This is an optimization exercise on Yosys and OpenROAD, whose aim is small area, a short achievable clock period and few clock cycles per item, not a production implementation. The RTL was checked by simulation tests, not by an equivalence proof against the original design. Power figures rest on the tool's default switching activity, not on a simulated workload.

build 18:
## mult32x32
module mult32x32 (
    input logic clk,             
    input logic reset,           
    input logic start,           
    input logic [31:0] a,        
    input logic [31:0] b,        
    output logic busy,           
    output logic [63:0] product  
);
logic upd_prod;
mult32x32_arith arith(.clk(clk),
                      .reset(reset),
                      .a(a),
                      .b(b),
                      .upd_prod(upd_prod),
                      .product(product));
mult32x32_fsm fsm(.start(start),
                  .busy(busy),
                  .upd_prod(upd_prod));
endmodule
For scale: ~2500 cells after synthesis, ~27000 um^2 of cells after synthesis.
Settings: LEC_CHECK=0, CAP_MARGIN=20, CORE_MARGIN=2, CORE_UTILIZATION=40, GPL_ROUTABILITY_DRIVEN=0, SLEW_MARGIN=20, SYNTH_HIERARCHICAL=1, SYNTH_MINIMUM_KEEP_SIZE=0; clock period 12.0 ns.
standard.sh (not shown) runs the stock make flow with config.mk's settings and CLKGATE_MAP_FILE= SYNTH_SCRIPT=/design/flow/synth_recipe.tcl, a recipe that flattens the netlist after the stock synthesis.
==> flow/flow/run.sh <==
#!/bin/bash
# Standard ORFS layout, with a plain buffer on each port and a tighter
# setup target for repair_timing.
set -euo pipefail
export BUFFER_PORTS_ARGS="-buffer_cell sky130_fd_sc_hd__buf_2"
export SETUP_SLACK_MARGIN=5.5
bash standard.sh > standard.log 2>&1
Testbench counts of build 18, summed over its fixed seeds: cycles 3,200, items 3,200.
For build 32, these inputs were changed with respect to build 18:
Settings: an added CTS_BUF_LIST of sky130_fd_sc_hd__clkbuf_4 sky130_fd_sc_hd__clkbuf_8; a deleted GPL_ROUTABILITY_DRIVEN that had been 0.
diff --git a/flow/flow/run.sh b/flow/flow/run.sh
--- a/flow/flow/run.sh
+++ b/flow/flow/run.sh
@@ -6 +6 @@
-export SETUP_SLACK_MARGIN=5.5
+export SETUP_SLACK_MARGIN=5.4
--- outcome ---
Build 32 against build 18: slew at the pin closest to its max-slew limit dropped 190 ps, fraction of power consumed by the clock network shows a reduction of 1.0 points, post-route total power shrank by 1.6%, clock network power consumption decreased about 20%.
Build 32 ended up with register to output pin as its critical path class; build 18 ended up with primary input to register.
Build 32: full flow OK, the timing, design-rule and antenna checks passed
Compared to build 18, build 32 has utilization 0.76 points lower.
Looking at build 32 and build 18, the total via count in the routed design is a wash.
Post-synthesis mux area share: build 18 vs build 32 identical
Build 32 ends up with a global router's overall resource usage that is 0.62 points higher than in build 18.
Setup changes, build 32 to build 36
Settings: PLACE_DENSITY now 0.8, previously not set.
diff --git a/flow/flow/run.sh b/flow/flow/run.sh
--- a/flow/flow/run.sh
+++ b/flow/flow/run.sh
@@ -6 +6 @@
-export SETUP_SLACK_MARGIN=5.4
+export SETUP_SLACK_MARGIN=5.5
==> run summary <==
- The standard cells in build 36 occupy more silicon area than those in build 32 do.
- Compare build 32 and build 36 | sequential share of layout area lower: build 36
- Between build 32 and build 36, the flow reports non-clock buffer count increasing by a few percent.
- Build 32 vs build 36, worst setup path startpoint: arith.sum_q[0] vs b[17]
- Minimum hold slack, build 32 and build 36: higher on build 32
- On build 36: wire length is 4.2% lower than what build 32 gave.
- Stage delay of the slowest cell on the critical path (build 36 over build 32): increase, 190 ps
- Internal reg-to-reg setup slack (lower): build 32
- Worst-case setup margin in the final layout delta (build 36 − build 32): favourable
- Build 36 ended up with a higher static leakage power than build 32 did.
- Result: PASS for each of build 32 and build 36
Changes in build 93 relative to build 36:
Settings: CTS_BUF_LIST removed (was sky130_fd_sc_hd__clkbuf_4 sky130_fd_sc_hd__clkbuf_8); PLACE_DENSITY removed (was 0.8).
diff --git a/flow/flow/run.sh b/flow/flow/run.sh
--- a/flow/flow/run.sh
+++ b/flow/flow/run.sh
@@ -5 +5 @@
-export BUFFER_PORTS_ARGS="-buffer_cell sky130_fd_sc_hd__buf_2"
+export BUFFER_PORTS_ARGS="-buffer_cell sky130_fd_sc_hd__buf_1"
- Build 93 | status: complete | timing, DRC, antenna: pass
- The utilization in build 93 was higher than what build 36 gave.
- Taking build 36 as the reference point, the met3 track demand over resource in global routing of build 93 rises by 0.24 points.
- Going from build 36 to build 93, proportion of power drawn by the clock network increased by 1.1 points relative to the old numbers; first-iteration DRC count shrank by about 28%; peak supply drop increased 6.1%; fraction of power consumed by combinational cells dropped 0.8 points; number of setup buffers added after CTS increased 6.
- Sort build 93 and build 36 by cell count asc -> top: build 36

---

Starting RTL as in the previous note.
## mult32x32
module mult32x32 (
    input logic clk,             
    input logic reset,           
    input logic start,           
    input logic [31:0] a,        
    input logic [31:0] b,        
    output logic busy,           
    output logic [63:0] product  
);
export LEC_CHECK = 0
export CAP_MARGIN = 20
export CORE_MARGIN = 2
export CORE_UTILIZATION = 40
export CTS_BUF_LIST = sky130_fd_sc_hd__clkbuf_4 sky130_fd_sc_hd__clkbuf_8
export SLEW_MARGIN = 20
export SYNTH_HIERARCHICAL = 1
export SYNTH_MINIMUM_KEEP_SIZE = 0
create_clock -name core_clock -period 12.0 [get_ports {clk}]
==> flow/flow/run.sh <==
#!/bin/bash
# Standard ORFS layout, with a plain buffer on each port and a tighter
# setup target for repair_timing.
set -euo pipefail
export BUFFER_PORTS_ARGS="-buffer_cell sky130_fd_sc_hd__buf_2"
export SETUP_SLACK_MARGIN=5.5
bash standard.sh > standard.log 2>&1
Testbench counts at the start, summed over its fixed seeds: cycles 3,200, items 3,200.
Rerun with:
--- a/flow/flow/run.sh
+++ b/flow/flow/run.sh
@@ -5,3 +5,3 @@
 export BUFFER_PORTS_ARGS="-buffer_cell sky130_fd_sc_hd__buf_2"
-export SETUP_SLACK_MARGIN=5.5
+export SETUP_SLACK_MARGIN=5.25
 bash standard.sh > standard.log 2>&1
Settings changed: CTS_BUF_LIST sky130_fd_sc_hd__clkbuf_4 sky130_fd_sc_hd__clkbuf_8 to default.
The changed run completed without violations.
Non-clock buffer count went down by 8.
Area after synthesis stays the same.
Wire length went up by 5.2%.
Final cell count went down by 0.39%.
Rerun with:
--- a/flow/flow/run.sh
+++ b/flow/flow/run.sh
@@ -5,3 +5,3 @@
 export BUFFER_PORTS_ARGS="-buffer_cell sky130_fd_sc_hd__buf_2"
-export SETUP_SLACK_MARGIN=5.25
+export SETUP_SLACK_MARGIN=5.5
 bash standard.sh > standard.log 2>&1
Settings changed: TNS_END_PERCENT from default to 30.
Outcome: The new run completed without violations; synthesized area stays the same; setup slack gets better by 160 ps; cell count hardly moves; critical path depth went down by 1; die area stays the same; via count falls by 0.77%; utilization is higher by 0.73 points; sequential share of layout area fell by 0.21 points.
Rerun with:
--- a/flow/flow/run.sh
+++ b/flow/flow/run.sh
@@ -5,3 +5,3 @@
 export BUFFER_PORTS_ARGS="-buffer_cell sky130_fd_sc_hd__buf_2"
-export SETUP_SLACK_MARGIN=5.5
+export SETUP_SLACK_MARGIN=5.75
 bash standard.sh > standard.log 2>&1
Settings changed: TNS_END_PERCENT 30 to default.
The changed run produced a clean layout; synthesized cell count stays the same; clock-buffer cell count rises by 2; worst setup slack improves by 220 ps; total power rises by about 3.6%; design area rises by about 6%; clock power rises by about 6%; synthesized area does not change; via count rises by 4.3%; maximum frequency rises by 3.5%; global-route usage rises by 1.1 points; routed wire length rises by 7.0%.

---

Another version of the RTL of mult32x32 (not shown whole).
Size: ~130 flip-flops, roughly 130 I/O pins.
Settings: LEC_CHECK=0, CAP_MARGIN=20, CORE_MARGIN=2, CORE_UTILIZATION=40, SLEW_MARGIN=20, SYNTH_HIERARCHICAL=1, SYNTH_MINIMUM_KEEP_SIZE=0; clock period 12.0 ns.
==> flow/flow/run.sh <==
#!/bin/bash
# Standard ORFS layout, with a plain buffer on each port and a tighter
# setup target for repair_timing.
set -euo pipefail
export BUFFER_PORTS_ARGS="-buffer_cell sky130_fd_sc_hd__buf_2"
export SETUP_SLACK_MARGIN=6.0
bash standard.sh > standard.log 2>&1
The baseline went through all stages and came out clean.
Testbench counts at the start, summed over its fixed seeds: cycles 3,200, items 3,200.
Then changed:
--- a/flow/flow/run.sh
+++ b/flow/flow/run.sh
@@ -5,3 +5,3 @@
 export BUFFER_PORTS_ARGS="-buffer_cell sky130_fd_sc_hd__buf_2"
-export SETUP_SLACK_MARGIN=6.0
+export SETUP_SLACK_MARGIN=5.5
 bash standard.sh > standard.log 2>&1
What happened: Worst setup slack degrades by 0.37 ns; critical path depth went down by 1; die area stays the same; via count goes down by 2.8%; fmax drops by 5.7%; core utilization goes down by 4.6 points; hold slack gets better by 0.0065 ns; final area drops by 9.2%; sequential power is about the same; count of clock-buffer cells in the layout rises by 1; area after synthesis is unchanged.

---

## north
mult32x32 again, from the RTL that the note above started with.
export LEC_CHECK = 0
export CAP_MARGIN = 20
export CORE_MARGIN = 2
export CORE_UTILIZATION = 40
export SLEW_MARGIN = 20
export SYNTH_HIERARCHICAL = 1
export SYNTH_MINIMUM_KEEP_SIZE = 0
create_clock -name core_clock -period 12.0 [get_ports {clk}]
==> flow/flow/run.sh <==
#!/bin/bash
# Standard ORFS layout, with a plain buffer on each port and a tighter
# setup target for repair_timing.
set -euo pipefail
export BUFFER_PORTS_ARGS="-buffer_cell sky130_fd_sc_hd__buf_2"
export SETUP_SLACK_MARGIN=5
bash standard.sh > standard.log 2>&1
Testbench counts of north, summed over its fixed seeds: cycles 3,200, items 3,200.
What south does differently from north at the input level:
diff --git a/flow/flow/run.sh b/flow/flow/run.sh
--- a/flow/flow/run.sh
+++ b/flow/flow/run.sh
@@ -4,4 +4,4 @@
 set -euo pipefail
 export BUFFER_PORTS_ARGS="-buffer_cell sky130_fd_sc_hd__buf_2"
-export SETUP_SLACK_MARGIN=5
+export SETUP_SLACK_MARGIN=6.5
 bash standard.sh > standard.log 2>&1
Results
south has completed all stages; timing, DRC and antenna checks passed.
Reported net switching power is higher on south
south against north: global-route wire length before repair saw an increase; number of global-route vias before repair went up by 13%; relative max-transition margin increased 3.5 points.
> inputs changed (south -> east)
Settings: setting SETUP_SLACK_MARGIN to 5 for the first time; setting ABC_AREA to 1 for the first time.
==> flow/run.sh (new file) <==
#!/bin/bash
# synth_recipe.tcl (not shown) runs the flow's synth.tcl, then flattens the netlist and writes it again
# the make line also repeats each setting of config.mk as NAME=value (left out here)
make -C /OpenROAD-flow-scripts/flow DESIGN_CONFIG=/design/flow/config.mk WORK_HOME=/design/flow/orfs CLKGATE_MAP_FILE= SYNTH_SCRIPT=/design/flow/synth_recipe.tcl finish
removed: flow/flow/run.sh
removed: flow/standard.sh
### Flow results
Going from south to east, met2 capacity usage during global routing shrinks by 7.2 points. Delta (east minus south): power in the clock group -7.3%, routability congestion estimate from global placement moved down, final design area excluding fillers decreased 13%. Changes observed in east relative to south: total wire length has decreased; share of cell area taken by muxes after synthesis has decreased; area added between synthesis and finish has decreased. Hold slack (east over south): decrease, 0.17 ns. Sort south and east by register-to-register slack asc -> top: south.

-- what the ideal ports hide --
The results above use ideal ports. As a check the final layouts listed here were re-extracted and re-timed, cells and wires unchanged. Step 1 sets driving cells, clkbuf_16 on the clock port and buf_2 on the other inputs (assumed; they add their load-dependent delay and slew). Step 2, shift: input delay + t, output delay - t, t = (earliest + latest rising clock arrival at the registers) / 2. This alone moves slack from input paths to output paths. Slacks: no drivers / after step 1 / after step 2; pairs: no drivers / after step 1.
| run | t, ns | setup slack, ns | worst setup path after step 2 | clock arrival spread, ns | worst register clock-pin slew, ns |
|---|---|---|---|---|---|
| build 18 | 0.504 | 5.577 / 5.614 / 5.110 | input to register | 0.012 / 0.012 | 0.06 / 0.06 |
| build 32 | 0.557 | 5.451 / 5.400 / 4.962 | input to register | 0.021 / 0.021 | 0.10 / 0.10 |
| build 36 | 0.559 | 5.536 / 5.543 / 4.984 | input to register | 0.015 / 0.015 | 0.09 / 0.09 |
| build 93 | 0.491 | 5.528 / 5.562 / 5.070 | input to register | 0.017 / 0.017 | 0.07 / 0.07 |
| the first run of note 2 | 0.545 | 5.563 / 5.592 / 5.047 | input to register | 0.027 / 0.026 | 0.10 / 0.10 |
| the second run of note 2 | 0.528 | 5.394 / 5.382 / 4.868 | input to register | 0.018 / 0.018 | 0.07 / 0.07 |
| the third run of note 2 | 0.503 | 5.557 / 5.572 / 5.081 | input to register | 0.016 / 0.016 | 0.07 / 0.07 |
| the fourth run of note 2 | 0.502 | 5.777 / 5.775 / 5.303 | input to register | 0.019 / 0.019 | 0.07 / 0.07 |
| the first run of note 3 | 0.514 | 5.897 / 5.896 / 5.383 | input to register | 0.017 / 0.017 | 0.07 / 0.07 |
| the second run of note 3 | 0.497 | 5.529 / 5.555 / 5.058 | input to register | 0.020 / 0.020 | 0.07 / 0.07 |
| north | 0.504 | 5.106 / 5.142 / 4.638 | input to register | 0.013 / 0.012 | 0.06 / 0.06 |
| south | 0.494 | 5.854 / 5.873 / 5.378 | input to register | 0.015 / 0.015 | 0.07 / 0.07 |
| east | 0.521 | 5.102 / 5.147 / 4.626 | input to register | 0.013 / 0.014 | 0.07 / 0.07 |
After both steps setup and hold are still met in every run listed. The setup slack of build 36, which loses most, moves by +0.007 ns with the drivers and by -0.552 ns with both steps.
